Source: an optimization exercise on an open RTL-to-GDS flow (aim: small area, a short achievable clock period and few clock cycles). Production flows keep margins and buffers that such runs may drop.
RTL that was checked went through simulation tests only; none was proved equivalent to the original.

==> inputs of amber <==
// SequentialMultiplier
module SequentialMultiplier(clock, reset, multiplicand, multiplier, product, ready, start);
clock: 4.0 ns
lec_check: 0
cap_margin: 20
core_margin: 2
core_utilization: 40
setup_slack_margin: 1.2
slew_margin: 20
synth_hierarchical: 1
standard.sh (not shown) runs the stock make flow with config.mk's settings and CLKGATE_MAP_FILE= SYNTH_SCRIPT=/design/flow/synth_recipe.tcl, a recipe that flattens the netlist after the stock synthesis.
==> flow/flow/run.sh <==
#!/bin/bash
# Standard layout (the standard.sh, unchanged synthesis and steps), with
# the port buffers made from sky130_fd_sc_hd__buf_1 instead of the flow's
# default pick. Every tool's output goes to standard.log here.
set -euo pipefail
export BUFFER_PORTS_ARGS="-buffer_cell sky130_fd_sc_hd__buf_1"
bash standard.sh > standard.log 2>&1
==> delta: changes against amber <==
Settings changed: SETUP_SLACK_MARGIN 1.2 to 1.4.
==> yarrow: changes against amber <==
--- a/flow/design.v
+++ b/flow/design.v
@@ -6,12 +6,13 @@
     output [2*N-1:0] product;
     output ready;
     input start;
     logic busy;
     logic first, first_n;                
     logic [2:0] count;                   
+    logic [N-1:0] m_register;
     logic b0;                            
     logic [34:0] acc_s, acc_c;       
     logic [N-1:0] ph_register;           
     logic [N-1:0] pl_register;           
     logic [3:0] one, two, neg;      
     logic [7:0] pend_s, pend_c;          
@@ -28,13 +29,12 @@
         for (j = 0; j < 4; j = j + 1) begin : enc
             assign one_d[j] = bb[2*j+1] ^ bb[2*j];
             assign two_d[j] = (bb[2*j+2] & ~bb[2*j+1] & ~bb[2*j]) | (~bb[2*j+2] & bb[2*j+1] & bb[2*j]);
             assign neg_d[j] = bb[2*j+2] & ~(bb[2*j+1] & bb[2*j]);
         end
     endgenerate
-    wire [N-1:0] m_register = ph_register;
     wire [34:0] sum_in = first ? {3'b0, m_register & {N{b0}}} : acc_s;
     wire [34:0] carry_in = ~first_n ? {1'b1, 34'b0} : acc_c;
     wire inj41 = ~(count[1] & count[0]);
     wire [N:0] m1 = {1'b0, m_register};
     wire [N:0] m2 = {m_register, 1'b0};
     wire [33:0] row0;
@@ -463,25 +463,27 @@
     wire low_ci;
     FinalAdder final_add ({acc_s[N-1:0], pend_s}, {acc_c[N-1:0], pend_c}, pend_ci, fsum, low_ci);
     wire [7:0] low = fsum[7:0];
     wire [N-1:0] hi = fsum[39:8];
     assign product = {ph_register, pl_register};
     always_ff @(posedge clock) begin
+        if (~busy)
+            m_register <= multiplicand;
         if (go)
             b0 <= multiplier[0];
         one <= one_d;
         two <= two_d;
         neg <= neg_d;
         pend_s <= tx[7:0];
         pend_c <= ty[7:0];
         pend_x <= ~go & neg[3] & ~(one[3] & m_register[0]);
         pend_ci <= ~first & low_ci;
         acc_s <= tx[42:8];
         acc_c <= ty[42:8];
-        if (go | resolve)
-            ph_register <= resolve ? hi : multiplicand;
+        if (resolve)
+            ph_register <= hi;
         if (go)
             pl_register <= {1'b0, multiplier[N-1:1]};
         else if (busy)
             pl_register <= {low, pl_register[N-1:8]};
     end
     always_ff @(posedge clock or posedge reset) begin
Settings changed: SETUP_SLACK_MARGIN 1.2 to 1.5.
==> notes <==
Synthesized area: yarrow is higher than delta (about 4.4%). Sequential share of layout area, lowest first: delta, amber, yarrow. Critical path depth: yarrow < delta < amber. Maximum frequency: amber < yarrow < delta. Synthesized cell count: amber is higher than yarrow (0.40%). In amber the count of clock-buffer cells in the layout is lower than in delta, by 1. The highest routed wire length belongs to yarrow, the lowest to amber. Cell area: amber < delta < yarrow.
==> figures <==
| metric | amber | yarrow | delta |
|---|---|---|---|
| Util after Layout | 0.456 | 0.481 | 0.481 |
| Combined global-route utilization of all metal layers | 0.205 | 0.208 | 0.212 |
| Met1 track utilization from global routing | 0.285 | 0.290 | 0.287 |
| Detail Route met2 WL | 16.3 mm | 17.4 mm | 17.2 mm |
| Count of standard-cell rows | 66 | 67 | 66 |
| Die area | 0.0344 sq mm | 0.0358 sq mm | 0.0344 sq mm |
| # clock sinks | 168 | 200 | 168 |
| Layout sequential cell count | 168 | 200 | 168 |
| Result of the run | timing/DRC/antenna clean | timing/DRC/antenna clean | timing/DRC/antenna clean |
| Area of all sequential standard cells | 0.00406 sq mm | 0.00501 sq mm | 0.00409 sq mm |
| Post-Synthesis Cells | 1247 | 1242 | 1247 |
| Number of global-route vias before repair | 9603 | 9985 | 9865 |
| Die Width | 185 microns | 189 microns | 185 microns |
| Detailed-route wire length | 34.8 mm | 37.4 mm | 36.8 mm |
| Library cell with the largest summed area after synthesis | sky130_fd_sc_hd__fa_1 | sky130_fd_sc_hd__edfxtp_1 | sky130_fd_sc_hd__fa_1 |
| Async SR Flop Fraction | 0.0357 | 0.0300 | 0.0357 |
| Number of clock buffers in the layout | 17 | 18 | 18 |
| Number of synthesized flops with an enable pin | 64 | 96 | 64 |
| Simple-gate share of the synthesized area | 0.0943 | 0.0901 | 0.0943 |
Testbench counts of yarrow, summed over its fixed seeds: cycles 28,808.
Only the layout flow was run in amber and delta; the RTL was not checked for function there.

========
==> inputs of v21 <==
Another version of the RTL of SequentialMultiplier (not shown whole).
// SequentialMultiplier
module SequentialMultiplier(clock, reset, multiplicand, multiplier, product, ready, start);
==> flow/config.mk <==
export PLATFORM = sky130hd
export DESIGN_NAME = SequentialMultiplier
export DESIGN_NICKNAME = SequentialMultiplier
export VERILOG_FILES = /design/flow/design.v
export SDC_FILE = /design/flow/constraint.sdc
export NUM_CORES = 4
export LEC_CHECK = 0
export CAP_MARGIN = 20
export CORE_MARGIN = 2
export CORE_UTILIZATION = 40
export SETUP_SLACK_MARGIN = 1.3
export SLEW_MARGIN = 20
export SYNTH_HIERARCHICAL = 1
==> flow/constraint.sdc <==
create_clock -name core_clock -period 4.0 [get_ports {clock}]
set_input_delay 0.8000 -clock core_clock [delete_from_list [all_inputs] [get_ports {clock}]]
set_output_delay 0.8000 -clock core_clock [all_outputs]
set_load 0.01 [all_outputs]
Scripts as last shown in full above: flow/flow/run.sh
==> v26 (differences from v21) <==
--- a/flow/config.mk
+++ b/flow/config.mk
@@ -8,6 +8,6 @@
 export CAP_MARGIN = 20
 export CORE_MARGIN = 2
-export CORE_UTILIZATION = 40
-export SETUP_SLACK_MARGIN = 1.3
+export CORE_UTILIZATION = 60
+export SETUP_SLACK_MARGIN = 1.0
 export SLEW_MARGIN = 20
 export SYNTH_HIERARCHICAL = 1
==> v13 (differences from v21) <==
--- a/flow/flow/run.sh
+++ b/flow/flow/run.sh
@@ -5,3 +5,4 @@
 set -euo pipefail
 export BUFFER_PORTS_ARGS="-buffer_cell sky130_fd_sc_hd__buf_1"
+export RECOVER_POWER=100
 bash standard.sh > standard.log 2>&1
--- a/flow/config.mk
+++ b/flow/config.mk
@@ -9,5 +9,5 @@
 export CORE_MARGIN = 2
 export CORE_UTILIZATION = 40
-export SETUP_SLACK_MARGIN = 1.3
+export SETUP_SLACK_MARGIN = 1.0
 export SLEW_MARGIN = 20
 export SYNTH_HIERARCHICAL = 1
==> flow_metrics.tcl <==
set metrics [dict create \
    status "timing/DRC/antenna clean" \
    nonClkBufAreaFrac 0.0486 \
    row_count 69 \
    path_buf_inv 0 \
    num_tap_cells 461 \
    n_all_buffers 160 \
    vias 9526 \
    clk_pin_slew_worst_paths_ns 0.08 \
    met1Wirelength_um 15700 \
    place_worst_setup_slack_ns 1.12 \
]
That was v21.
==> flow_metrics.tcl <==
set metrics [dict create \
    status "finished with violations" \
    vias 9549 \
    layout.failed_checks "max-capacitance violations, max-slew violations" \
    num_tap_cells 461 \
    nonClkBufAreaFrac 0.0424 \
    met1Wirelength_um 15300 \
    slew_violations 102 \
    maxCapViolCount 3 \
    row_count 69 \
]
That was v13.
==> flow_metrics.tcl <==
set metrics [dict create \
    status "timing/DRC/antenna clean" \
    row_count 56 \
    numCtsBuffers 17 \
    crit_family "compound AO/OA/AOI/OAI gates" \
    num_tap_cells 319 \
    clk_pin_slew_worst_paths_ns 0.09 \
    nonClkBufAreaFrac 0.0447 \
    met1Wirelength_um 15000 \
    path_buf_inv 0 \
    vias 9643 \
]
That was v26.
Testbench counts of v21, summed over its fixed seeds: cycles 28,808.
Testbench counts of v26, summed over its fixed seeds: cycles 28,808.
Testbench counts of v13, summed over its fixed seeds: cycles 28,808.

[what the ideal ports hide]
The flow's constraints put no driver on any port. The routed layouts listed below were extracted and timed again, unchanged, in two steps.
Step 1, drivers: a clkbuf_16 drives clock and a buf_2 each remaining input, both assumed.
Step 2 times the ports against the registers' clock, not the clock port: input delays grow and output delays shrink by t, the midpoint of the rising clock arrivals with the driver on.
Slacks: no drivers / after step 1 / after step 2; pairs: no drivers / after step 1.
| run | shift t [ns] | setup slack, ns | pins driven straight from the clock port |
|---|---|---|---|
| amber | 0.491 | 1.231 / 1.231 / 1.217 | 1 |
| delta | 0.502 | 1.399 / 1.399 / 1.105 | 1 |
| yarrow | 0.504 | 1.386 / 1.386 / 1.386 | 1 |
| v21 | 0.500 | 1.262 / 1.262 / 1.262 | 1 |
| v26 | 0.494 | 1.065 / 1.065 / 1.065 | 1 |
| v13 | 0.506 | 0.717 / 0.717 / 0.717 | 1 |
The setup slack of delta, which loses most, moves by 0.000 ns with the drivers and by -0.294 ns with both steps.
